This is an optimization exercise on Yosys and OpenROAD, whose aim is small area, a short achievable clock period and few clock cycles per item, not a production implementation.
RTL that was checked went through simulation tests only; none was proved equivalent to the original.
Function not checked in runs 1 and 3: the RTL went through the layout flow alone.
Power figures rest on the tool's default switching activity, not on a simulated workload.

## design/flow/design.v

```verilog
`timescale 1ns / 1ps
module p_datapath(clk, comp, gate_x, gate_y, data_ina, data_inb, key_ina, key_inb, cipher_out);
input clk, comp, gate_x, gate_y, data_ina, data_inb;
input [63:0] key_ina, key_inb;
output [127:0] cipher_out;
wire [63:0] Xout_a, Xout_b, Yout_a, Yout_b;
data_share2 share_a(.clk(clk), .comp(comp), .data_in(data_ina), .key_in(key_ina),
		    .X_out(Xout_a), .Y_out(Yout_a), .X_in(Xout_b));
data_share2 share_b(.clk(clk), .comp(comp), .data_in(data_inb), .key_in(key_inb),
		    .X_out(Xout_b), .Y_out(Yout_b), .X_in(Xout_a));
wire [127:0] gate = {{64{gate_x}}, {64{gate_y}}};
wire [127:0] res1 = {Xout_a, Yout_a} & gate;
wire [127:0] res2 = {Xout_b, Yout_b} & gate;
assign cipher_out = res1 ^ res2;
endmodule
module data_share2(clk, comp, data_in, key_in, X_out, Y_out, X_in);
input clk, comp, data_in;
input [63:0] key_in;
input [63:0] X_in;
output [63:0] X_out, Y_out;
reg [63:0] X, Y;
wire [63:0] XL1 = {X[62:0], X[63]};
wire [63:0] XL2 = {X[61:0], X[63:62]};
wire [63:0] XL8 = {X[55:0], X[63:56]};
wire [63:0] XoL8 = {X_in[55:0], X_in[63:56]};
wire [63:0] own = XL1 & XL8;
wire [63:0] xprod = XL1 & XoL8;
always@(posedge clk)
begin
	if (comp) begin
		X <= Y ^ XL2 ^ own ^ xprod ^ key_in;
		Y <= X;
	end
	else begin
		{X, Y} <= {data_in, X, Y[63:1]};
	end
end
assign X_out = X;
assign Y_out = Y;
endmodule
`timescale 1ns / 1ps
module p_keysch10(clk, comp, load_key, z, data_in, key_out);
input clk, comp, load_key, z, data_in;
output [63:0] key_out;
reg [63:0] KX, KY;
localparam [63:0] c = 64'hfffffffffffffffc;
always@(posedge clk)
begin
	if (comp) begin
		KX <= c ^ {63'd0, z} ^ KY ^ {KX[2:0],KX[63:3]} ^ {KX[3:0],KX[63:4]};
		KY <= KX;
	end
	else begin
		{KX, KY} <= {load_key ? data_in : KY[0], KX, KY[63:1]};
	end
end
assign key_out = KY;
endmodule
`timescale 1ns / 1ps
module p_keysch11(clk, comp, load_key, data_in, key_out);
input clk, comp, load_key, data_in;
output [63:0] key_out;
reg [63:0] KX, KY;
always@(posedge clk)
begin
	if (comp) begin
		KX <= KY ^ {KX[2:0],KX[63:3]} ^ {KX[3:0],KX[63:4]};
		KY <= KX;
	end
	else begin
		{KX, KY} <= {load_key ? data_in : KY[0], KX, KY[63:1]};
	end
end
assign key_out = KY;
endmodule
`timescale 1ns / 1ps
module simon2share(clk, data_ina, data_inb, data_rdy, cipher_out, Done);
input clk;
input data_ina, data_inb;
input [1:0] data_rdy;
output [127:0] cipher_out;
output reg Done;
localparam [0:127] Z = {68'b10101111011100000011010010011000101000010001111110010110110011101011, 60'd0};
reg [6:0] counter;	 
reg comp;		 
reg last;		 
wire load_key = (data_rdy == 2);
always @(posedge clk)
begin
	if (data_rdy == 0 || data_rdy == 2)
		counter <= 0;
	else
		counter <= counter + 1;
end
always @(posedge clk)
begin
	comp <= (data_rdy == 1 && counter == 127) || (data_rdy == 3 && comp);
	Done <= (data_rdy == 3) && comp && (counter == 67);
	last <= (data_rdy == 3) && ((comp && counter == 66) || last);
end
wire z = Z[counter];
wire [63:0] keya, keyb;
p_datapath mydatapath(.clk(clk), .comp(comp), .gate_x(last), .gate_y(Done),
		      .data_ina(data_ina), .data_inb(data_inb),
		      .key_ina(keya), .key_inb(keyb),
		      .cipher_out(cipher_out));
p_keysch10 mykeysch_a(.clk(clk), .comp(comp), .load_key(load_key), .z(z),
		      .data_in(data_ina), .key_out(keya));
p_keysch11 mykeysch_b(.clk(clk), .comp(comp), .load_key(load_key),
		      .data_in(data_inb), .key_out(keyb));
endmodule
```

## design/flow/flow/run.sh

```bash
#!/bin/bash
# Standard ORFS layout, with each tool's output logged here.
cp standard.sh std_copy.sh.txt
bash standard.sh > standard.log 2>&1
```

## design/flow/standard.sh

```bash
#!/bin/bash
# synth_recipe.tcl (not shown) runs the flow's synth.tcl, then flattens the netlist and writes it again
# the make line also repeats each setting of config.mk as NAME=value (left out here)
make -C /OpenROAD-flow-scripts/flow DESIGN_CONFIG=/design/flow/config.mk WORK_HOME=/design/flow/orfs CLKGATE_MAP_FILE= SYNTH_SCRIPT=/design/flow/synth_recipe.tcl "${@:-finish}"
```

## design/flow/config.mk

```make
export PLATFORM = sky130hd
export DESIGN_NAME = simon2share
export DESIGN_NICKNAME = simon2share
export VERILOG_FILES = /design/flow/design.v
export SDC_FILE = /design/flow/constraint.sdc
export NUM_CORES = 4
export LEC_CHECK = 0
export CAP_MARGIN = 20
export CORE_MARGIN = 2
export CORE_UTILIZATION = 40
export PLACE_DENSITY = 0.6
export SETUP_SLACK_MARGIN = 2.6
export SLEW_MARGIN = 20
```

## design/flow/constraint.sdc

```tcl
create_clock -name core_clock -period 5.0 [get_ports {clk}]
set_input_delay 1.0000 -clock core_clock [delete_from_list [all_inputs] [get_ports {clk}]]
set_output_delay 1.0000 -clock core_clock [all_outputs]
set_load 0.01 [all_outputs]
```

==> results of run 1 <==
metrics by stage:
| stage | instances | hold slack [ns] | util | setup slack [ns] |
|---|---|---|---|---|
| 3_3_place_gp | 3235 | 0.492 | 0.440 | 2.08 |
| 2_1_floorplan | 2407 | 0.470 | - | 3.01 |
| 6_report | 3468 | 0.515 | 0.519 | 2.08 |
| 5_1_grt | 3468 | 0.539 | 0.519 | 1.98 |
| 3_5_place_dp | 3235 | 0.511 | 0.440 | 2.00 |
| 4_1_cts | 3461 | 0.523 | 0.514 | 2.04 |
layout by cell type, fill, tap and decap left out, types with 3 or more instances in the layout:
master and count:
nand3_1 3, clkinv_2 9, clkbuf_1 11, buf_16 6
dfxtp_1 388, and2_4 64, inv_1 6, buf_4 107
xor2_4 46, xor2_2 19, nor2_1 194, clkbuf_16 56
dfxtp_2 45, dlygate4sd2_1 5, buf_6 73, bufinv_16 6
and2_1 69, xor2_1 193, dfxtp_4 89, mux2_2 320
clkdlybuf4s15_2 5, clkdlybuf4s50_1 47, nand2_1 133, xnor2_1 514
mux2i_1 3, buf_12 17, nor2b_1 5, clkbuf_8 15
nor3_1 4, buf_2 8, a21oi_1 191, ha_1 8
critical path, cell delays in order, from the launching register on:
cell	delay (ns)
dfxtp_4	0.39
buf_12	0.23
and2_1	0.17
clkdlybuf4s50_1	0.53
worst paths after layout:
path	endpoint	depth (start not counted)	slack [ns]	start
min	mykeysch_a.KX[29]	2	0.51	mykeysch_a.KX[30]
max reg2reg	mykeysch_a.KX[0]	6	2.88	counter[1]
min reg2reg	mykeysch_a.KX[29]	2	0.51	mykeysch_a.KX[30]
max	cipher_out[72]	3	2.08	last
flip-flops by register name (all words and copies together), names as in the netlist:
signal	cells
mykeysch_b.KY	64
mydatapath.share_a.X	64
last	1
mydatapath.share_a.Y	64
mykeysch_a.KY	64
mydatapath.share_b.X	64
Done	1
mydatapath.share_b.Y	64
mykeysch_a.KX	64
counter	7
mykeysch_b.KX	64
comp	1
cell type report:
cell class | instances | share of cell area
Sequential cell | 522 | 0.345
Clock inverter | 21 | 0.00895
Clock buffer | 82 | 0.0524
Inverter | 6 | 0.000716
Multi-Input combinational cell | 1783 | 0.473
Tap cell | 782 | 0.0311
Timing Repair Buffer | 272 | 0.0886
routing by layer:
| layer | wire length (µm) | share of wire | global-route usage |
|---|---|---|---|
| met1 | 27300 | 0.46 | 0.248 |
| met2 | 28300 | 0.48 | 0.313 |
| met3 | 1900 | 0.032 | 0.0281 |
| met4 | 1540 | 0.026 | 0.0543 |
| met5 | 0 | 0 | 0 |
kinds of logic (layout without fill, tap and decap cells):
kind of cell             Yosys count  in the layout  share of synthesized area
multiplexers                     324            324                      0.149
adder cells (fa/ha/maj)            8              8                    0.00407
buffers and inverters            102            381                     0.0167
flip-flops                       522            522                      0.425
XOR/XNOR                         772            772                      0.275
AO/OA/AOI/OAI                    199            199                     0.0414
AND/OR/NAND/NOR                  480            480                     0.0890
where the power goes:
group | internal, µW | switching, µW | total (µW)
clock network | 2590 | 1710 | 4300
registers | 4220 | 145 | 4360
logic | 332 | 271 | 603
what timing repair did:
| item | in CTS | in global routing |
|---|---|---|
| endpoints found under the hold margin | 0 | 0 |
| setup endpoints to repair | 129 | 129 |
| pin swaps | 73 | 9 |
| cloned | 6 | 0 |
| gates resized for setup | 729 | 78 |
| setup buffers | 117 | 7 |
==> qor.csv, run 1 <==
stage,metric,value,unit
run_status,status,"complete, no violations",
timing,period utilization,0.585,
critical_path,Setup CP Type,reg -> out,
cells_and_area,Diodes inserted,0,
clock_network,"CTS clk-pin slew, worst paths",0.06,ns
logic_synthesis,Yosys top cell by area,dfxtp_1,
cells_and_area,nets,2653,
route,DRC errors left,0,
cells_and_area,register area,10800,µm²
route,DR iter-0 viols,785,
logic_synthesis,post-synthesis register bit count,522,
cells_and_area,# fillers,5371,
grt,vias in the first global route,16800,
cells_and_area,area of the multi-input gates,14900,µm²
timing,final setup TNS,0,ns
logic_synthesis,Synth async-reset ratio,0,
route,DRT Pass-1 Iters,4,
power,Overall Power,9270,µW
cells_and_area,Final Cell Area,31400,µm²
logic_synthesis,synth top area cells,"dfxtp_1, xnor2_1, mux2_2",
power,Leak,0.0128,µW
clock_network,CTS Sinks,522,
timing,worst slew pin tran,0.751,ns
timing,Final Max Tran Viols,0,
clock_network,CTS Hold Bufs,0,
logic_synthesis,Synth Area per Inst,10.2,µm²
die,Die X,252,µm
placement,# port buffers,133,
die,FP Rows,90,
logic_synthesis,Post-synth EDFFs,0,
hold_path,Worst Hold Class,reg -> reg,
grt,total track usage,0.187,
timing,max_slew headroom,0.499,
timing,min Tclk post-route,2.92,ns
critical_path,Worst EP arrival,1.92,ns
logic_synthesis,"Seq/Total Area, Yosys",0.425,
logic_synthesis,"count leader, synth",dfxtp_1,
critical_path,Startpoint Class,register,
cells_and_area,layout cell share with drive strength beyond 1,0.334,
timing,unrepaired setup endpoints after global routing,true,
critical_path,worst-path fanout max,32,
die,overall die height,252,µm
logic_synthesis,Syn Nets,2420,
route,antenna-violating nets left,0,
critical_path,Worst EP required,4.00,ns
die,Starting Density,0.406,
route,final wirelength,59100,µm
placement,Placer Congestion,0.774,
placement,dpl hpwl,37700,µm
clock_network,Longest Clk Path Bufs,3,
power,pwr/cell area,295,nW/µm²
grt,global-route wire length before repair,94500,µm
route,WL/cell,17.0,µm
grt,grt ovf,0,
critical_path,crit path capture type,output port,
logic_synthesis,post-synth cell types,33,
route,drt via density,4.74,
die,Core ar.,60600,µm²
clock_network,H-tree depth,2,
clock_network,CTS root buf,clkbuf_16,
grt,initial antenna violation count,1,
timing,Setup Viol. Count Final,0,
logic_synthesis,Most used DFF post-synth,dfxtp_1,
logic_synthesis,Netlist Area Pre-Place,24600,µm²
grt,largest net degree at the start of global routing,124,
cells_and_area,Layout Area Growth over Synthesis,27.9,%
timing,final hold viol count,0,
clock_network,worst skew pair latency,0.62,ns
logic_synthesis,commonest cells in the netlist,"dfxtp_1, xnor2_1, mux2_2",
clock_network,TritonCTS clock tree,yes,
timing,Fin Clk Skew,0.0288,ns
timing,f_max,342,MHz
placement,"Cell Area, Placed",26600,µm²
die,num ports,134,
flow_run,maxcap violations,0,
die,die area,63500,µm²
power,worst vdd ir,0.270,mV
logic_synthesis,Synth top area share,0.425,
route,via count,16400,
clock_network,clock buffer count from CTS,55,
logic_synthesis,Syn Inst Count,2407,
logic_synthesis,Syn. warnings,4,
==> inputs of run 2 (changes only) <==
--- a/design/flow/design.v
+++ b/design/flow/design.v
@@ -80,7 +80,7 @@
 input [1:0] data_rdy;
 output [127:0] cipher_out;
 output reg Done;
-localparam [0:127] Z = {68'b10101111011100000011010010011000101000010001111110010110110011101011, 60'd0};
+localparam [0:127] ZN = {67'b0101111011100000011010010011000101000010001111110010110110011101011, 60'd0, 1'b1};
 reg [6:0] counter;	 
 reg comp;		 
 reg last;		 
@@ -98,7 +98,9 @@
 	Done <= (data_rdy == 3) && comp && (counter == 67);
 	last <= (data_rdy == 3) && ((comp && counter == 66) || last);
 end
-wire z = Z[counter];
+reg z;
+always @(posedge clk)
+	z <= ZN[counter];
 wire [63:0] keya, keyb;
 p_datapath mydatapath(.clk(clk), .comp(comp), .gate_x(last), .gate_y(Done),
 		      .data_ina(data_ina), .data_inb(data_inb),
==> design/flow/run.sh (new file) <==
#!/bin/bash
# synth_recipe.tcl (not shown) runs the flow's synth.tcl, then flattens the netlist and writes it again
# the make line also repeats each setting of config.mk as NAME=value (left out here)
make -C /OpenROAD-flow-scripts/flow DESIGN_CONFIG=/design/flow/config.mk WORK_HOME=/design/flow/orfs CLKGATE_MAP_FILE= SYNTH_SCRIPT=/design/flow/synth_recipe.tcl finish
removed: design/flow/flow/run.sh
removed: design/flow/standard.sh
==> run 2 against run 1 <==
Net effect: synthesized cell count is 0.25% lower; still clean on timing, DRC and antenna; die area is 0.16% higher; count of clock-buffer cells in the layout is 7 higher; critical path type unchanged; worst setup slack better by 0.11 ns; sequential cell count is 1 higher; synthesized area is 0.16% higher; wire length is 4.0% higher; power is 11% higher; final cell count is 1.1% higher; sequential power is 8.7% higher; first-iteration DRC count is 4.5% lower.
==> qor.csv, run 2 <==
stage,metric,value,unit
run_status,status,"complete, no violations",
critical_path,worst-path fanout max,6,
cells_and_area,Diodes inserted,0,
logic_synthesis,post-synth cell types,28,
power,worst vdd ir,0.331,mV
grt,largest net degree at the start of global routing,117,
timing,final setup TNS,0,ns
timing,hold_ws,0.519,ns
logic_synthesis,Synth async-reset ratio,0,
logic_synthesis,"count leader, synth",dfxtp_1,
route,final wirelength,61400,µm
grt,total track usage,0.186,
power,pwr/cell area,323,nW/µm²
critical_path,Startpoint Class,register,
grt,vias in the first global route,16800,
cells_and_area,Layout Area Growth over Synthesis,29.9,%
placement,post-place setup slack,2.02,ns
placement,# port buffers,133,
timing,final hold viol count,0,
route,WL/cell,17.5,µm
cells_and_area,layout cell share with drive strength beyond 1,0.382,
logic_synthesis,Post-synth EDFFs,0,
critical_path,CP cell instances,buf_12 -> buf_12 -> buf_16 -> buf_6 -> and2_4 -> buf_6,
timing,Fin Clk Skew,0.0139,ns
timing,f_max,355,MHz
logic_synthesis,commonest cells in the netlist,"dfxtp_1, xnor2_1, mux2_2",
die,Core ar.,60600,µm²
clock_network,H-tree depth,2,
timing,Final Max Tran Viols,0,
hold_path,Worst Hold Class,reg -> reg,
logic_synthesis,Yosys top cell by area,dfxtp_1,
logic_synthesis,Syn Nets,2411,
critical_path,crit path capture type,output port,
critical_path,Worst EP required,4.00,ns
route,DRC errors left,0,
grt,grt met2 use,0.312,
cells_and_area,# fillers,5289,
clock_network,clock buffer count from CTS,57,
clock_network,worst skew pair latency,0.60,ns
route,DRT Pass-1 Iters,4,
die,Die X,252,µm
placement,dpl hpwl,37600,µm
timing,Setup Viol. Count Final,0,
grt,M1 GR Usage,0.251,
logic_synthesis,Synth Area per Inst,10.3,µm²
critical_path,Buf/Inv on CP,5,
grt,initial antenna violation count,1,
timing,min Tclk post-route,2.82,ns
critical_path,"delay-heaviest family, CP",buffers and inverters,
route,antenna-violating nets left,0,
die,Starting Density,0.406,
grt,grt ovf,0,
logic_synthesis,Most used DFF post-synth,dfxtp_1,
grt,Top Usage Layer GRT,met2,
critical_path,Setup CP Type,reg -> out,
route,DR iter-0 viols,750,
cells_and_area,nets,2686,
placement,Placer Congestion,0.776,
logic_synthesis,Netlist Area Pre-Place,24600,µm²
flow_run,maxcap violations,0,
die,die area,63600,µm²
grt,GRT met3 Usage,0.0251,
die,overall die height,252,µm
cells_and_area,Post-Route Utilization,0.528,
logic_synthesis,post-synthesis register bit count,523,
timing,unrepaired setup endpoints after global routing,true,
timing,max_slew headroom,0.355,
logic_synthesis,Syn Inst Count,2401,
route,drt via density,4.74,
clock_network,TritonCTS clock tree,yes,
die,FP Rows,90,
clock_network,CTS Hold Bufs,0,
clock_network,CTS Sinks,523,
logic_synthesis,Syn. warnings,4,
logic_synthesis,synth top area cells,"dfxtp_1, xnor2_1, mux2_2",
timing,worst slew pin tran,0.967,ns
cells_and_area,"commonest cells after routing, fill and taps aside","xnor2_1, dfxtp_1, mux2_2",
critical_path,"Max stage delay cell, worst path",dfxtp_4,
logic_synthesis,"Seq/Total Area, Yosys",0.425,
timing,period utilization,0.563,
critical_path,Worst EP arrival,1.82,ns
clock_network,Longest Clk Path Bufs,3,
clock_network,"CTS clk-pin slew, worst paths",0.06,ns
critical_path,delay of the slowest critical-path stage,0.38,ns
clock_network,CTS root buf,clkbuf_16,
die,num ports,134,
power,Leak,0.0128,µW
timing,PnR worst setup slack,2.18,ns
route,via count,16600,
logic_synthesis,Synth top area share,0.425,
cells_and_area,"most common cell after layout, fill and taps aside",xnor2_1,
grt,global-route wire length before repair,94100,µm
## run 2: where the power goes
group / leakage, µW / switching, µW / internal [µW]
Combinational: 0.00748 / 575 / 778
Clock: 0.000947 / 1710 / 2530
Sequential: 0.00438 / 354 / 4390
Total: 0.0128 / 2640 / 7700
## run 2: logic make-up (layout without fill, tap and decap cells)
group | count (synthesis) | count (layout) | synth area share
buffers and inverters | 97 | 419 | 0.0180
AND/OR/NAND/NOR | 475 | 475 | 0.0876
AO/OA/AOI/OAI | 196 | 196 | 0.0401
multiplexers | 329 | 329 | 0.151
adder cells (fa/ha/maj) | 5 | 5 | 0.00254
XOR/XNOR | 776 | 776 | 0.276
flip-flops | 523 | 523 | 0.425
## run 2: final cells by class
class	count	area [µm²]	share of cell area
Tap cell	782	978	0.0306
Inverter	2	7.51	0.000235
Clock inverter	17	170	0.00532
Sequential cell	523	10900	0.341
Timing Repair Buffer	311	3320	0.104
Clock buffer	89	1740	0.0544
Multi-Input combinational cell	1781	14900	0.465
## run 2: final timing paths
check                                                end  cells after the start  slack, ns                     start
worst max-delay path                      cipher_out[41]                      6       2.18                      Done
worst min-delay path             mydatapath.share_a.Y[9]                      1       0.52  mydatapath.share_a.Y[10]
worst max register to register  mydatapath.share_a.Y[33]                      2       2.94                      comp
worst min register to register   mydatapath.share_a.Y[9]                      1       0.52  mydatapath.share_a.Y[10]
## run 2: stage by stage
step                      instance area [µm²]  power (µW)  instances
after floorplan                         24600        5670       2401
after global placement                  26700        5950       3229
after detailed placement                26700        5960       3229
after CTS                               31200       10400       3466
after global routing                    32000       10800       3505
final                                   32000       10300       3505
## run 2: per-layer routing
layer,part of all wire,vias to the layer above
met4,0.021,0
met1,0.47,7992
met3,0.031,74
met5,0,-
met2,0.48,207
li1,-,8342
## run 2: timing repair
| item | CTS | global route |
|---|---|---|
| buffers inserted | 125 | 36 |
| pin swaps | 71 | 4 |
| endpoints found under the hold margin | 0 | 0 |
| gates resized for setup | 675 | 375 |
| gates cloned | 6 | 3 |
| setup endpoints to repair | 129 | 129 |
## run 2: worst register-to-register path, stage by stage (launching register included)
cell     delay (ns)
dfxtp_4        0.98
buf_12         0.45
mux2_2         0.52
Testbench counts of run 2, summed over its fixed seeds: cycles 20,800, items 64.
==> inputs of run 3 (changes only) <==
--- a/design/flow/design.v
+++ b/design/flow/design.v
@@ -80,7 +80,7 @@
 input [1:0] data_rdy;
 output [127:0] cipher_out;
 output reg Done;
-localparam [0:127] ZN = {67'b0101111011100000011010010011000101000010001111110010110110011101011, 60'd0, 1'b1};
+localparam [0:127] Z = {68'b10101111011100000011010010011000101000010001111110010110110011101011, 60'd0};
 reg [6:0] counter;	 
 reg comp;		 
 reg last;		 
@@ -98,9 +98,7 @@
 	Done <= (data_rdy == 3) && comp && (counter == 67);
 	last <= (data_rdy == 3) && ((comp && counter == 66) || last);
 end
-reg z;
-always @(posedge clk)
-	z <= ZN[counter];
+wire z = Z[counter];
 wire [63:0] keya, keyb;
 p_datapath mydatapath(.clk(clk), .comp(comp), .gate_x(last), .gate_y(Done),
 		      .data_ina(data_ina), .data_inb(data_inb),
==> design/flow/flow/run.sh (new file) <==
#!/bin/bash
# Standard ORFS layout with two changes to how buffers are made:
#  - ports get a buf_2 instead of the default port buffer cell;
#  - before placement repair, high-fanout nets (the output gates, the
#    round/shift select) are split into buffer trees by repair_design.
# make's full output goes to standard.log; ORFS keeps per-step logs in orfs/logs.
set -uo pipefail
here=$(pwd)
export BUFFER_PORTS_ARGS="-buffer_cell sky130_fd_sc_hd__buf_2"
export PRE_RESIZE_TCL="$here/flow/pre_resize.tcl"
bash standard.sh > standard.log 2>&1
==> design/flow/flow/pre_resize.tcl (new file) <==
# Limit fanout so repair_design builds balanced buffer trees for wide nets.
set_max_fanout 16 [current_design]
==> design/flow/standard.sh (new file) <==
#!/bin/bash
# synth_recipe.tcl (not shown) runs the flow's synth.tcl, then flattens the netlist and writes it again
# the make line also repeats each setting of config.mk as NAME=value (left out here)
make -C /OpenROAD-flow-scripts/flow DESIGN_CONFIG=/design/flow/config.mk WORK_HOME=/design/flow/orfs CLKGATE_MAP_FILE= SYNTH_SCRIPT=/design/flow/synth_recipe.tcl "${@:-finish}"
removed: design/flow/run.sh
==> run 3 against run 2 <==
Net effect: worst setup slack got worse by 0.10 ns; combinational power decreased by 58%; maximum frequency is 3.5% lower; clock skew is 0.0052 ns higher.
==> qor.csv, run 3 <==
stage,metric,value,unit
die,Starting Density,0.406,
clock_network,TritonCTS clock tree,yes,
critical_path,Setup CP Type,reg -> out,
timing,f_max,343,MHz
grt,grt ovf,0,
timing,hold_ws,0.501,ns
timing,Fin Clk Skew,0.0191,ns
timing,worst slew pin tran,0.637,ns
grt,vias in the first global route,16500,
logic_synthesis,Synth async-reset ratio,0,
route,via count,16400,
logic_synthesis,Synth top area share,0.425,
grt,Top Usage Layer GRT,met2,
grt,total track usage,0.179,
route,DRC errors left,0,
placement,dpl hpwl,41700,µm
grt,grt met2 use,0.303,
hold_path,min-delay src,mydatapath.share_b.Y[18],
logic_synthesis,Syn. warnings,4,
timing,unrepaired setup endpoints after global routing,true,
die,num ports,134,
cells_and_area,"commonest cells after routing, fill and taps aside","xnor2_1, dfxtp_1, mux2_2",
grt,global-route wire length before repair,91100,µm
logic_synthesis,Post-synth EDFFs,0,
cells_and_area,area of the multi-input gates,14700,µm²
route,WL/cell,16.8,µm
placement,"Cell Area, Placed",26600,µm²
run_status,status,"complete, no violations",
cells_and_area,Diodes inserted,0,
critical_path,"Max stage delay cell, worst path",dfxtp_4,
hold_path,Worst Hold Class,reg -> reg,
clock_network,CTS Hold Bufs,0,
cells_and_area,Final Cell Area,30900,µm²
power,Overall Power,8810,µW
logic_synthesis,Synth Area per Inst,10.2,µm²
logic_synthesis,synth top area cells,"dfxtp_1, xnor2_1, mux2_2",
logic_synthesis,post-synth cell types,33,
logic_synthesis,commonest cells in the netlist,"dfxtp_1, xnor2_1, mux2_2",
critical_path,Critical path origin,Done,
critical_path,Startpoint Class,register,
flow_run,maxcap violations,0,
cells_and_area,register area,10600,µm²
grt,M1 GR Usage,0.236,
timing,Setup Viol. Count Final,0,
logic_synthesis,Netlist Area Pre-Place,24600,µm²
placement,Placer Congestion,0.770,
route,final wirelength,58600,µm
logic_synthesis,post-synthesis register bit count,522,
clock_network,Longest Clk Path Bufs,3,
cells_and_area,"Cell Count, Final, Fillers Out",3481,
critical_path,crit path capture type,output port,
critical_path,Worst EP arrival,1.92,ns
timing,min Tclk post-route,2.92,ns
cells_and_area,Layout Area Growth over Synthesis,25.7,%
timing,Final Max Tran Viols,0,
grt,largest net degree at the start of global routing,17,
clock_network,clock buffer count from CTS,54,
critical_path,Critical R2R Launch,comp,
route,DRT Pass-1 Iters,5,
critical_path,delay of the slowest critical-path stage,0.35,ns
clock_network,CTS Sinks,522,
critical_path,"delay-heaviest family, CP",buffers and inverters,
clock_network,"CTS clk-pin slew, worst paths",0.06,ns
cells_and_area,nets,2674,
logic_synthesis,"Seq/Total Area, Yosys",0.425,
placement,Placed Cells incl. Taps,3296,
cells_and_area,# fillers,5403,
logic_synthesis,"count leader, synth",dfxtp_1,
critical_path,CP cell instances,buf_12 -> buf_12 -> buf_12 -> buf_16 -> clkbuf_16 -> and2_4 -> buf_6,
clock_network,worst skew pair latency,0.60,ns
die,FP Rows,90,
critical_path,crit-path most repeated cell,buf_12,
power,pwr/cell area,285,nW/µm²
timing,max_slew headroom,0.576,
cells_and_area,"most common cell after layout, fill and taps aside",xnor2_1,
timing,final setup TNS,0,ns
cells_and_area,layout cell share with drive strength beyond 1,0.335,
die,overall die height,252,µm
logic_synthesis,Yosys top cell by area,dfxtp_1,
critical_path,worst-path fanout max,8,
logic_synthesis,Syn Nets,2420,
logic_synthesis,Syn Inst Count,2407,
power,worst vdd ir,0.243,mV
route,antenna-violating nets left,0,
placement,# port buffers,133,
clock_network,H-tree depth,2,
grt,GRT met3 Usage,0.0268,
grt,initial antenna violation count,0,
clock_network,CTS root buf,clkbuf_16,
critical_path,Worst EP required,4.00,ns
timing,period utilization,0.584,
die,Die X,252,µm
die,Core ar.,60600,µm²
power,Leak,0.0129,µW
critical_path,Buf/Inv on CP,6,
logic_synthesis,Most used DFF post-synth,dfxtp_1,
route,drt via density,4.72,
route,DR iter-0 viols,750,
timing,final hold viol count,0,
die,die area,63500,µm²
run 3: cell types whose count changed after synthesis, sizes merged, moves of 2 or more:
cell and delta:
nand3 -2, nor2b +2, nor3 +4, mux2i -5, inv +4, clkbuf +43
buf -42, xnor2 -3, ha +3
run 3: final timing paths:
| check | to | cells past startpoint | slack, ns |
|---|---|---|---|
| worst max-delay path | cipher_out[46] | 7 | 2.08 |
| worst min-delay path | mydatapath.share_b.Y[17] | 1 | 0.50 |
| worst max register to register | mydatapath.share_b.Y[23] | 6 | 2.71 |
| worst min register to register | mydatapath.share_b.Y[17] | 1 | 0.50 |
run 3: metal layers:
metal | part of all wire | wire (µm) | vias to the layer above
li1 | - | - | 8317
met1 | 0.46 | 26900 | 7839
met2 | 0.49 | 28500 | 201
met3 | 0.030 | 1760 | 75
met4 | 0.023 | 1330 | 0
met5 | 0 | 0 | -
run 3: report_power, final:
group          switching (µW)  internal, µW  total, µW
Combinational             260           305        565
Clock                    1650          2230       3870
Sequential                145          4230       4380
Total                    2050          6760       8810
run 3: cells by family (layout without fill, tap and decap cells):
family / count (synthesis) / count (layout) / synth area share
fa+ha+maj: 8 / 8 / 0.00407
flops: 522 / 522 / 0.425
mux: 324 / 324 / 0.149
compound gates: 199 / 199 / 0.0414
simple gates: 480 / 480 / 0.0890
xor+xnor: 772 / 772 / 0.275
buf+inv: 102 / 394 / 0.0167
run 3: what timing repair did:
action,in CTS,in global routing
endpoints found under the setup margin,623,219
gates cloned,4,4
setup buffers,38,45
resized for setup,339,319
pin swaps,21,43
run 3: through the flow:
| stage | utilization | setup slack, ns |
|---|---|---|
| global placement | 0.429 | 2.49 |
| detailed placement | 0.439 | -1.46 |
| finish | 0.510 | 2.08 |
| CTS | 0.481 | 2.04 |
| floorplan | - | 3.01 |
| global route | 0.510 | 2.03 |
run 3: final cells by class:
class,instances,area share
clock inverter,9,0.00239
tap,782,0.0317
sequential,522,0.344
clock buffer,85,0.0517
timing repair buffer,294,0.0925
inverter,6,0.000729
multi-input combinational,1783,0.477

static timing again, ports no longer ideal:
The flow's constraints put no driver on any port. The routed layouts listed below were extracted and timed again, unchanged, in two steps.
Step 1: set_driving_cell puts a clkbuf_16 on clk and a buf_2 on each other input, an assumption about the parent block.
Step 2 also shifts input and output timing later by t, the mid clock arrival at the registers, as if the neighbouring blocks saw the same clock.
Three values: ideal, step 1, step 2; two values: the first two.
run | t, ns | setup slack, ns | latest minus earliest clock arrival (ns) | worst register clock-pin slew, ns | worst data-port slew with drivers (ns)
run 1 | 0.659 | 2.077 / 2.020 / 2.544 | 0.030 / 0.031 | 0.06 / 0.06 | 0.03
run 2 | 0.655 | 2.183 / 2.124 / 2.480 | 0.019 / 0.019 | 0.06 / 0.06 | 0.03
run 3 | 0.649 | 2.080 / 2.021 / 2.670 | 0.022 / 0.023 | 0.07 / 0.07 | 0.03
After both steps setup and hold are still met in every run listed.
